Context: an optimization exercise on an open-source flow, tuned for small area, a short achievable clock period and few clock cycles per item. The choices shown serve that exercise and are no tape-out recipe. In this exercise RTL edits were held to simulation tests only and were not proved equivalent to the original.

==> run H: inputs <==
## conv33
module conv33 #(
    parameter                       DATA_WIDTH = 8,
    parameter                       MUL_WIDTH  = 16,
    parameter                       OUT_WIDTH  = 32
)(
    input  wire                     clk,
    input  wire                     rst,
    input  wire                     start,
    output wire                     done,
    input  wire                     input_valid_in,
    output wire                     input_ready_out,
    input  wire                     weight_valid_in,
    output wire                     weight_ready_out,
    output wire                     out_valid_out,
    input  wire                     out_ready_in,
    input  wire [DATA_WIDTH-1:0]    weight_data,
    input  wire [DATA_WIDTH-1:0]    data_in_0_0,
    input  wire [DATA_WIDTH-1:0]    data_in_0_1,
    input  wire [DATA_WIDTH-1:0]    data_in_0_2,
    input  wire [DATA_WIDTH-1:0]    data_in_1_0,
    input  wire [DATA_WIDTH-1:0]    data_in_1_1,
    input  wire [DATA_WIDTH-1:0]    data_in_1_2,
    input  wire [DATA_WIDTH-1:0]    data_in_2_0,
    input  wire [DATA_WIDTH-1:0]    data_in_2_1,
    input  wire [DATA_WIDTH-1:0]    data_in_2_2,
    output wire [OUT_WIDTH-1:0]     out_data
);
export LEC_CHECK = 0
export CAP_MARGIN = 20
export CORE_MARGIN = 2
export CORE_UTILIZATION = 65
export PLACE_DENSITY = 0.8
export SLEW_MARGIN = 20
export SYNTH_HIERARCHICAL = 1
create_clock -name core_clock -period 12.0 [get_ports {clk}]
standard.sh (not shown) runs the stock make flow with config.mk's settings and CLKGATE_MAP_FILE= SYNTH_SCRIPT=/design/flow/synth_recipe.tcl, a recipe that flattens the netlist after the stock synthesis.
==> flow/flow/run.sh <==
#!/bin/bash
# The standard layout (standard.sh, unchanged synthesis) with these changes:
# - every port still gets its own buffer, but a sky130_fd_sc_hd__buf_1
#   instead of the delay-cell buffer that buffer_ports picks by default;
#   flow/io_fix.tcl (run after global placement) makes the buffers on the
#   combinational handshake ports (out_ready_in, done, input_ready_out)
#   sky130_fd_sc_hd__buf_2;
# - clock tree synthesis uses clkbuf_4 buffers and no dummy loads (the same
#   CTS command and options as the standard flow otherwise).
set -euo pipefail
bash standard.sh \
  "BUFFER_PORTS_ARGS=-buffer_cell sky130_fd_sc_hd__buf_1" \
  "POST_GLOBAL_PLACE_TCL=$(pwd)/flow/io_fix.tcl" \
  "CTS_ARGS=-sink_clustering_enable -repair_clock_nets -buf_list sky130_fd_sc_hd__clkbuf_4 -dont_use_dummy_load" \
  finish > standard.log 2>&1
==> flow/flow/io_fix.tcl <==
# Run after global placement (POST_GLOBAL_PLACE_TCL). The ports were
# buffered with sky130_fd_sc_hd__buf_1; the buffers on the ports of the
# combinational handshake paths (out_ready_in to done and input_ready_out)
# are made sky130_fd_sc_hd__buf_2.
foreach port {out_ready_in done input_ready_out} {
  foreach pin [get_pins -of_objects [get_nets $port]] {
    set inst [get_cells -of_objects $pin]
    if {[get_property [get_lib_cells -of_objects $inst] name] eq "sky130_fd_sc_hd__buf_1"} {
      puts "io_fix: [get_full_name $inst] on $port -> sky130_fd_sc_hd__buf_2"
      replace_cell $inst sky130_fd_sc_hd__buf_2
    }
  }
}
==> inputs of run A, as changes to run H <==
--- a/flow/design.v
+++ b/flow/design.v
@@ -1838,20 +1838,65 @@
     wire s557, c557;
     conv33_ha u_s557 (.a(c554), .b(s556), .s(s557), .co(c557));
     wire s558 = ~(m[38] ^ m[39]);
     wire c558 = m[38] | m[39];
     wire s559, c559;
     conv33_ha u_s559 (.a(c556), .b(s558), .s(s559), .co(c559));
     wire [18:0] row_s = {c558, c557, c555, c553, c552, c550, c548, c546, c545, c544, c543, c541, s541, s540, s539, c537, s537, s536, m[0]};
     wire [18:0] row_c = {c559, s559, s557, s555, s553, s552, s550, s548, s546, s545, s544, s543, 1'b0, 1'b0, 1'b0, s538, 1'b0, 1'b0, 1'b0};
+    wire [18:0] g = row_s & row_c;
+    wire [18:0] p = row_s ^ row_c;
+    wire bg0 = g[1] | (p[1] & g[0]);
+    wire bg1 = g[3] | (p[3] & g[2]);
+    wire bp1 = p[3] & p[2];
+    wire bg2 = g[5] | (p[5] & g[4]);
+    wire bp2 = p[5] & p[4];
+    wire bg3 = g[7] | (p[7] & g[6]);
+    wire bp3 = p[7] & p[6];
+    wire bg4 = g[9] | (p[9] & g[8]);
+    wire bp4 = p[9] & p[8];
+    wire bg5 = g[11] | (p[11] & g[10]);
+    wire bp5 = p[11] & p[10];
+    wire bg6 = g[13] | (p[13] & g[12]);
+    wire bp6 = p[13] & p[12];
+    wire bg7 = g[15] | (p[15] & g[14]);
+    wire bp7 = p[15] & p[14];
+    wire bg8 = g[17] | (p[17] & g[16]);
+    wire bp8 = p[17] & p[16];
+    wire bg9 = bg1 | (bp1 & bg0);
+    wire bg10 = bg3 | (bp3 & bg2);
+    wire bp10 = bp3 & bp2;
+    wire bg11 = bg5 | (bp5 & bg4);
+    wire bp11 = bp5 & bp4;
+    wire bg12 = bg7 | (bp7 & bg6);
+    wire bp12 = bp7 & bp6;
+    wire bg13 = bg10 | (bp10 & bg9);
+    wire bg14 = bg12 | (bp12 & bg11);
+    wire bp14 = bp12 & bp11;
+    wire bg15 = bg14 | (bp14 & bg13);
+    wire bg16 = bg11 | (bp11 & bg13);
+    wire bg17 = bg2 | (bp2 & bg9);
+    wire bg18 = bg4 | (bp4 & bg13);
+    wire bg19 = bg6 | (bp6 & bg16);
+    wire bg20 = bg8 | (bp8 & bg15);
+    wire bg21 = g[2] | (p[2] & bg0);
+    wire bg22 = g[4] | (p[4] & bg9);
+    wire bg23 = g[6] | (p[6] & bg17);
+    wire bg24 = g[8] | (p[8] & bg13);
+    wire bg25 = g[10] | (p[10] & bg18);
+    wire bg26 = g[12] | (p[12] & bg16);
+    wire bg27 = g[14] | (p[14] & bg19);
+    wire bg28 = g[16] | (p[16] & bg15);
+    wire bg29 = g[18] | (p[18] & bg20);
+    wire [18:0] carry = {bg20, bg28, bg15, bg27, bg19, bg26, bg16, bg25, bg18, bg24, bg13, bg23, bg17, bg22, bg9, bg21, bg0, g[0], 1'b0};
     reg [18:0] total;
     always @(posedge clk) begin
         if (advance)
-            total <= ~(row_s + row_c);
+            total <= ~(p ^ carry);
     end
     assign result = {{13{total[18]}}, total};
 endmodule
 module conv33_fa (input wire a, input wire b, input wire c, output wire s, output wire co);
     assign s  = a ^ b ^ c;
     assign co = (a & b) | (a & c) | (b & c);
 endmodule
 module conv33_ha (input wire a, input wire b, output wire s, output wire co);
==> comparison <==
Run A went through all stages and came out clean. Run H completed with no timing, DRC or antenna violations.
Between run A and run H, the lower worst setup slack is in run H (gap 1.8 ps).
Between run H and run A, the lower die area is in run A (gap about 0.37%, measured against run A).
In register-to-register slack, run H and run A hardly differ.
Routed wire length: run A is smaller than run H (2.4%).
Testbench counts of run H, summed over its fixed seeds: cycles 4,192, items 4,096.
Testbench counts of run A, summed over its fixed seeds: cycles 4,192, items 4,096.

* * *

==> run X: inputs <==
Another version of the RTL of conv33 (not shown whole).
clock: 12.0 ns
lec_check: 0
cap_margin: 20
core_margin: 2
core_utilization: 65
place_density: 0.8
slew_margin: 20
synth_hierarchical: 1
==> flow/flow/run.sh <==
#!/bin/bash
# The standard layout (standard.sh, unchanged synthesis) with two changes:
# - the port buffers are sky130_fd_sc_hd__buf_2 instead of the delay-cell
#   buffer that buffer_ports picks by default (every port still gets its own
#   buffer);
# - clock tree synthesis uses clkbuf_4 buffers and no dummy loads (the same
#   CTS command and options as the standard flow otherwise).
set -euo pipefail
bash standard.sh \
  "BUFFER_PORTS_ARGS=-buffer_cell sky130_fd_sc_hd__buf_2" \
  "CTS_ARGS=-sink_clustering_enable -repair_clock_nets -buf_list sky130_fd_sc_hd__clkbuf_4 -dont_use_dummy_load" \
  finish > standard.log 2>&1
==> run C (differences from run X) <==
==> flow/flow/run.sh (replaced) <==
#!/bin/bash
# The standard layout (standard.sh, unchanged synthesis), except that the
# port buffers are sky130_fd_sc_hd__buf_2 instead of the delay-cell buffer
# that buffer_ports picks by default. Every port still gets its own buffer.
set -euo pipefail
bash standard.sh "BUFFER_PORTS_ARGS=-buffer_cell sky130_fd_sc_hd__buf_2" finish > standard.log 2>&1
==> metrics.md <==
| Metric | Value |
|---|---|
| CTS Buf Count | `75` |
| Skew final | `0.1008 ns` |
| Min Hold Slack | `roughly 0.35 ns` |
| DRT Pass-1 Iters | `5` |
| Status | `timing/DRC/antenna clean` |
| Final core utilization | `~68%` |
| CTS clk-pin slew, worst paths | `~0.070 ns` |
| Number of fill cells in the layout | `around 2.5k` |
| Buffering overhead | `2.564%` |
| Met3 Wirelength | `6082 um` |
| Worst Max-Slew Pin Slew | `roughly 1.1 ns` |
| Antenna Cells | `1` |
| Proportion of cell area occupied by registers | `roughly 34%` |
# the run above: run X

==> metrics.md <==
| Metric | Value |
|---|---|
| DRT Pass-1 Iters | `6` |
| Post-synth top area share | `between 40% and 50%` |
| Number of fill cells in the layout | `2406` |
| Proportion of cell area occupied by registers | `between 30% and 40%` |
| Worst Max-Slew Pin Slew | `about 1.1 ns` |
| Status | `timing/DRC/antenna clean` |
| Buffering overhead | `roughly 2.5%` |
| Final core utilization | `between 60 and 70%` |
| CTS Buf Count | `31` |
| CTS clk-pin slew, worst paths | `approximately 0.060 ns` |
| Met3 Wirelength | `about 6500 um` |
| Antenna Cells | `0` |
| Worst hold path class | `flop to flop` |
| Min Hold Slack | `around 0.39 ns` |
# the run above: run C

Testbench counts of run X, summed over its fixed seeds: cycles 4,192, items 4,096.
Testbench counts of run C, summed over its fixed seeds: cycles 4,192, items 4,096.

* * *

==> inputs of trial 3 <==
conv33, a different RTL version from the one above (not shown whole).
clock: 12.0 ns
lec_check: 0
cap_margin: 20
core_margin: 2
core_utilization: 40
place_density: 0.6
slew_margin: 20
synth_hierarchical: 1
run.sh (not shown) runs the stock make flow with config.mk's settings and CLKGATE_MAP_FILE= SYNTH_SCRIPT=/design/flow/synth_recipe.tcl, a recipe that flattens the netlist after the stock synthesis.
Stock flow here: none of the scripts above is used.
==> inputs of trial 17, as changes to trial 3 <==
==> flow/flow/run.sh (new file) <==
#!/bin/bash
# The standard layout (standard.sh, unchanged synthesis), except that the
# port buffers are sky130_fd_sc_hd__buf_2 instead of the delay-cell buffer
# that buffer_ports picks by default. Every port still gets its own buffer.
set -euo pipefail
bash standard.sh "BUFFER_PORTS_ARGS=-buffer_cell sky130_fd_sc_hd__buf_2" finish > standard.log 2>&1
==> flow/standard.sh (new file) <==
#!/bin/bash
# synth_recipe.tcl (not shown) runs the flow's synth.tcl, then flattens the netlist and writes it again
# the make line also repeats each setting of config.mk as NAME=value (left out here)
make -C /OpenROAD-flow-scripts/flow DESIGN_CONFIG=/design/flow/config.mk WORK_HOME=/design/flow/orfs CLKGATE_MAP_FILE= SYNTH_SCRIPT=/design/flow/synth_recipe.tcl "${@:-finish}"
removed: flow/run.sh
==> run notes <==
Of trial 17 and trial 3, trial 17 has the higher via count (gap 0.59%, measured against trial 3).
In cell count, trial 3 and trial 17 hardly differ.
Between trial 3 and trial 17, the lower final area is in trial 17 (gap 2.2%, measured against trial 17).
In die area, trial 3 and trial 17 do not differ.
In non-clock buffer count, trial 3 and trial 17 do not differ.
Against trial 17, the core utilization of trial 3 is higher by 0.95 points.
Clock skew is about the same in trial 17 and trial 3.
==> figures <==
quantity                                                                                   trial 17                           trial 3
Result of the run                                                           complete, no violations           complete, no violations
Via density per instance                                                                      5.277                             5.254
Layout-to-synthesis area ratio                                                              1.0885x                           1.1120x
Path type of the worst setup path                                              register to register          input port to output pin
Min-Delay Endpoint                                                           u_calc.w0[7]$_DFFE_PP_            u_calc.w0[1]$_DFFE_PP_
Total via count in the routed design                                                         13.72k                            13.64k
Fin cells                                                                                      2599                              2595
Post-layout instance area                                                                 25600 µm²                         26150 µm²
Hold Slack                                                                                0.4047 ns                         0.4191 ns
Weighted congestion at the end of routability-driven global placement                        0.9586                            0.9011
Critical path buffers and inverters                                                               0                                 2
Most Frequent Cell on Critical Path                                           sky130_fd_sc_hd__fa_1  sky130_fd_sc_hd__clkdlybuf4s50_1
Launch point of the worst hold path                                    u_weight.staged[7]$_DFFE_PP_      u_weight.staged[1]$_DFFE_PP_
Worst-skew pair later-pin latency                                                           0.56 ns                           0.57 ns
Testbench counts of trial 3, summed over its fixed seeds: cycles 4,184, items 4,096.
Testbench counts of trial 17, summed over its fixed seeds: cycles 4,184, items 4,096.

==> afterwards: timing with drivers on the ports <==
No port has a modelled driver above. Below, the same layouts with a new extraction and two added sets of constraints.
Step 1: set_driving_cell puts a clkbuf_16 on clk and a buf_2 on each other input, an assumption about the parent block.
Step 2 times the ports against the registers' clock, not the clock port: input delays grow and output delays shrink by t, the midpoint of the rising clock arrivals with the driver on.
Slacks: ideal ports / drivers / drivers and shift; pairs: ideal ports / drivers.
run | t (ns) | setup slack, ns | hold WS [ns] | clock arrival spread, ns
run H | 0.792 | 6.797 / 6.779 / 6.779 | 0.416 / 0.416 / 0.416 | 0.092 / 0.092
run A | 0.790 | 6.799 / 6.780 / 6.780 | 0.412 / 0.412 / 0.412 | 0.086 / 0.086
run X | 0.783 | 6.810 / 6.789 / 6.789 | 0.350 / 0.350 / 0.350 | 0.101 / 0.101
run C | 0.649 | 6.809 / 6.788 / 6.788 | 0.387 / 0.387 / 0.387 | 0.051 / 0.051
trial 3 | 0.611 | 6.049 / 6.018 / 6.025 | 0.419 / 0.419 / 0.419 | 0.029 / 0.029
trial 17 | 0.602 | 6.319 / 6.319 / 6.319 | 0.405 / 0.405 / 0.405 | 0.030 / 0.030
After both steps every run listed still meets setup and hold. The setup slack of trial 3, which loses most, moves by -0.031 ns with the drivers and by -0.024 ns with both steps.
